This is an optimization exercise on Yosys and OpenROAD, whose aim is small area, a short achievable clock period and few clock cycles, not a production implementation. At most, simulation tests tie the RTL to the original design; equivalence was not proved.

==> flow/design.v <==
module axi_lite_slave #(
    parameter ADDR_WIDTH = 6,
    parameter DATA_WIDTH = 32
)(
    input  logic                   clk,
    input  logic                   resetn,
    input  logic [ADDR_WIDTH-1:0]  AWADDR,
    input  logic                   AWVALID,
    output logic                   AWREADY,
    input  logic [DATA_WIDTH-1:0]  WDATA,
    input  logic                   WVALID,
    output logic                   WREADY,
    output logic [1:0]             BRESP,
    output logic                   BVALID,
    input  logic                   BREADY,
    input  logic [ADDR_WIDTH-1:0]  ARADDR,
    input  logic                   ARVALID,
    output logic                   ARREADY,
    output logic [DATA_WIDTH-1:0]  RDATA,
    output logic [1:0]             RRESP,
    output logic                   RVALID,
    input  logic                   RREADY
);
    localparam NWORDS = 1 << ADDR_WIDTH;
    logic [DATA_WIDTH-1:0] mem[0:NWORDS-1];
    assign BRESP = 2'b00;
    assign RRESP = 2'b00;
    logic [ADDR_WIDTH-1:0] wa_q;
    logic [DATA_WIDTH-1:0] wd_q;
    logic                  wa_v, wd_v;
    logic [2:0]            bcnt;        
    wire aw_hs = AWVALID && AWREADY;
    wire w_hs  = WVALID && WREADY;
    wire b_hs  = BVALID && BREADY;
    wire wgo   = wa_v && wd_v;          
    wire wa_v_n = aw_hs || (wa_v && !wgo);
    wire wd_v_n = w_hs  || (wd_v && !wgo);
    wire pair   = wa_v_n && wd_v_n;     
    logic [2:0] bcnt_n;
    always_comb begin
        case ({pair, b_hs})
            2'b10:   bcnt_n = bcnt + 3'd1;
            2'b01:   bcnt_n = bcnt - 3'd1;
            default: bcnt_n = bcnt;
        endcase
    end
    always_ff @(posedge clk) begin
        if (aw_hs) wa_q <= AWADDR;
        if (w_hs)  wd_q <= WDATA;
    end
    localparam LO_W = ADDR_WIDTH / 2;
    localparam HI_W = ADDR_WIDTH - LO_W;
    wire [ADDR_WIDTH-1:0] wa_n = aw_hs ? AWADDR : wa_q;
    logic [(1<<HI_W)-1:0] we_hi;        
    logic [(1<<LO_W)-1:0] we_lo;        
    always_ff @(posedge clk or negedge resetn) begin
        if (!resetn) begin
            we_hi <= '0;
            we_lo <= '0;
        end else begin
            for (int j = 0; j < (1<<HI_W); j++)
                we_hi[j] <= pair && (wa_n[ADDR_WIDTH-1:LO_W] == j);
            for (int j = 0; j < (1<<LO_W); j++)
                we_lo[j] <= (wa_n[LO_W-1:0] == j);
        end
    end
    genvar gi;
    generate
        for (gi = 0; gi < NWORDS; gi = gi + 1) begin : g_word
            always_ff @(posedge clk)
                if (we_hi[gi >> LO_W] && we_lo[gi % (1<<LO_W)]) mem[gi] <= wd_q;
        end
    endgenerate
    always_ff @(posedge clk or negedge resetn) begin
        if (!resetn) begin
            wa_v    <= 1'b0;
            wd_v    <= 1'b0;
            bcnt    <= 3'd0;
            BVALID  <= 1'b0;
            AWREADY <= 1'b0;
            WREADY  <= 1'b0;
        end else begin
            wa_v    <= wa_v_n;
            wd_v    <= wd_v_n;
            bcnt    <= bcnt_n;
            BVALID  <= (bcnt_n != 3'd0);
            AWREADY <= (!wa_v_n || wd_v_n) && !bcnt_n[2];
            WREADY  <= (!wd_v_n || wa_v_n) && !bcnt_n[2];
        end
    end
    logic [ADDR_WIDTH-1:0] q0, q1;
    logic [NWORDS-1:0]     q0_oh;
    logic                  q0_v, q1_v;
    wire ar_hs = ARVALID && ARREADY;
    wire rload = q0_v && (!RVALID || RREADY);
    wire q0_v_n = rload ? (q1_v || ar_hs) : (q0_v || ar_hs);
    wire q1_v_n = rload ? (q1_v && ar_hs) : (q1_v || (q0_v && ar_hs));
    wire rvalid_n = rload || (RVALID && !RREADY);
    wire [1:0] occ_n = {1'b0, q0_v_n} + {1'b0, q1_v_n} + {1'b0, rvalid_n};
    wire [ADDR_WIDTH-1:0] q0_n = (rload || !q0_v) ? (q1_v ? q1 : ARADDR) : q0;
    logic [DATA_WIDTH-1:0] rd;
    always_comb begin
        rd = '0;
        for (int i = 0; i < NWORDS; i++)
            rd = rd | ({DATA_WIDTH{q0_oh[i]}} & mem[i]);
    end
    always_ff @(posedge clk) begin
        q0 <= q0_n;
        for (int i = 0; i < NWORDS; i++)
            q0_oh[i] <= (q0_n == i);
        if (ar_hs) q1 <= ARADDR;
    end
    always_ff @(posedge clk or negedge resetn) begin
        if (!resetn)
            RDATA <= '0;
        else if (rload)
            RDATA <= rd;
    end
    always_ff @(posedge clk or negedge resetn) begin
        if (!resetn) begin
            q0_v    <= 1'b0;
            q1_v    <= 1'b0;
            RVALID  <= 1'b0;
            ARREADY <= 1'b0;
        end else begin
            q0_v    <= q0_v_n;
            q1_v    <= q1_v_n;
            RVALID  <= rvalid_n;
            ARREADY <= (occ_n != 2'd3);
        end
    end
endmodule
export LEC_CHECK = 0
export ABC_CLOCK_PERIOD_IN_PS = 2300
export CAP_MARGIN = 20
export CORE_MARGIN = 2
export CORE_UTILIZATION = 65
export CTS_CLUSTER_DIAMETER = 60
export CTS_CLUSTER_SIZE = 20
export SETUP_SLACK_MARGIN = 3.0
export SLEW_MARGIN = 20
create_clock -name core_clock -period 5.0 [get_ports {clk}]
run.sh (not shown) runs the stock make flow with config.mk's settings and CLKGATE_MAP_FILE= SYNTH_SCRIPT=/design/flow/synth_recipe.tcl, a recipe that flattens the netlist after the stock synthesis.
The starting point finished with timing, DRC and antenna clean.
Testbench counts at the start, summed over its fixed seeds: cycles 3,216.
Edit:
--- a/flow/design.v
+++ b/flow/design.v
@@ -26,18 +26,18 @@
     assign BRESP = 2'b00;
     assign RRESP = 2'b00;
-    logic [ADDR_WIDTH-1:0] wa_q;
-    logic [DATA_WIDTH-1:0] wd_q;
-    logic                  wa_v, wd_v;
+    localparam LO_W = ADDR_WIDTH / 2;
+    localparam HI_W = ADDR_WIDTH - LO_W;
+    logic                  wh_v;        
+    logic [(1<<HI_W)-1:0]  we_hi;       
+    logic [(1<<LO_W)-1:0]  we_lo;       
+    logic [ADDR_WIDTH-1:0] wa1;
+    logic                  wa1_v;
     logic [2:0]            bcnt;        
     wire aw_hs = AWVALID && AWREADY;
     wire w_hs  = WVALID && WREADY;
     wire b_hs  = BVALID && BREADY;
-    wire wgo   = wa_v && wd_v;          
-    wire wa_v_n = aw_hs || (wa_v && !wgo);
-    wire wd_v_n = w_hs  || (wd_v && !wgo);
-    wire pair   = wa_v_n && wd_v_n;     
     logic [2:0] bcnt_n;
     always_comb begin
-        case ({pair, b_hs})
+        case ({w_hs, b_hs})
             2'b10:   bcnt_n = bcnt + 3'd1;
             2'b01:   bcnt_n = bcnt - 3'd1;
@@ -45,22 +45,21 @@
         endcase
     end
+    wire wpop    = w_hs || !wh_v;       
+    wire wh_v_n  = wpop ? (wa1_v || aw_hs) : 1'b1;
+    wire wa1_v_n = wpop ? (wa1_v && aw_hs) : (wa1_v || aw_hs);
+    wire [ADDR_WIDTH-1:0] wh_a_n = wa1_v ? wa1 : AWADDR;
+    wire wready_n = wh_v_n && !bcnt_n[2];
     always_ff @(posedge clk) begin
-        if (aw_hs) wa_q <= AWADDR;
-        if (w_hs)  wd_q <= WDATA;
+        if (aw_hs && !(wpop && !wa1_v)) wa1 <= AWADDR;
     end
-    localparam LO_W = ADDR_WIDTH / 2;
-    localparam HI_W = ADDR_WIDTH - LO_W;
-    wire [ADDR_WIDTH-1:0] wa_n = aw_hs ? AWADDR : wa_q;
-    logic [(1<<HI_W)-1:0] we_hi;        
-    logic [(1<<LO_W)-1:0] we_lo;        
     always_ff @(posedge clk or negedge resetn) begin
         if (!resetn) begin
             we_hi <= '0;
             we_lo <= '0;
-        end else begin
+        end else if (wpop) begin
             for (int j = 0; j < (1<<HI_W); j++)
-                we_hi[j] <= pair && (wa_n[ADDR_WIDTH-1:LO_W] == j);
+                we_hi[j] <= (wh_a_n[ADDR_WIDTH-1:LO_W] == j);
             for (int j = 0; j < (1<<LO_W); j++)
-                we_lo[j] <= (wa_n[LO_W-1:0] == j);
+                we_lo[j] <= (wh_a_n[LO_W-1:0] == j);
         end
     end
@@ -69,11 +68,11 @@
         for (gi = 0; gi < NWORDS; gi = gi + 1) begin : g_word
             always_ff @(posedge clk)
-                if (we_hi[gi >> LO_W] && we_lo[gi % (1<<LO_W)]) mem[gi] <= wd_q;
+                if (w_hs && we_hi[gi >> LO_W] && we_lo[gi % (1<<LO_W)]) mem[gi] <= WDATA;
         end
     endgenerate
     always_ff @(posedge clk or negedge resetn) begin
         if (!resetn) begin
-            wa_v    <= 1'b0;
-            wd_v    <= 1'b0;
+            wh_v    <= 1'b0;
+            wa1_v   <= 1'b0;
             bcnt    <= 3'd0;
             BVALID  <= 1'b0;
@@ -81,10 +80,10 @@
             WREADY  <= 1'b0;
         end else begin
-            wa_v    <= wa_v_n;
-            wd_v    <= wd_v_n;
+            wh_v    <= wh_v_n;
+            wa1_v   <= wa1_v_n;
             bcnt    <= bcnt_n;
             BVALID  <= (bcnt_n != 3'd0);
-            AWREADY <= (!wa_v_n || wd_v_n) && !bcnt_n[2];
-            WREADY  <= (!wd_v_n || wa_v_n) && !bcnt_n[2];
+            AWREADY <= !wa1_v_n;
+            WREADY  <= wready_n;
         end
     end
Cell count hardly moves; area after synthesis goes down slightly; worst hold slack improved by 0.074 ns; fmax goes down by a few percent; count of clock-buffer cells in the layout goes down by 12.
No functional check of the RTL was part of the second run of this note.

[separate check: timing with driven ports]
How much do the figures lean on ideal ports? The routed layouts below were timed once more, with nothing changed but the port constraints.
Step 1, drivers: a clkbuf_16 drives clk and a buf_2 each remaining input, both assumed.
Step 2 adds t to the input delays and takes it off the output delays; t is the mean of the earliest and latest rising clock arrival at the registers after step 1. Input paths then give back, and output paths get back, about the clock's delay inside the block.
Three values: ideal, step 1, step 2; two values: the first two.
run | shift t [ns] | setup WS [ns] | worst hold slack (ns) | worst setup path after step 2
the first run | 0.865 | 2.494 / 2.410 / 1.908 | 0.348 / 0.289 / 0.535 | input to register
the second run | 0.901 | 2.394 / 2.310 / 1.985 | 0.421 / 0.366 / 0.524 | input to register
After both steps every run listed still meets setup and hold. For the first run, which loses most, drivers alone change the setup slack by -0.084 ns; drivers and shift together by -0.586 ns.
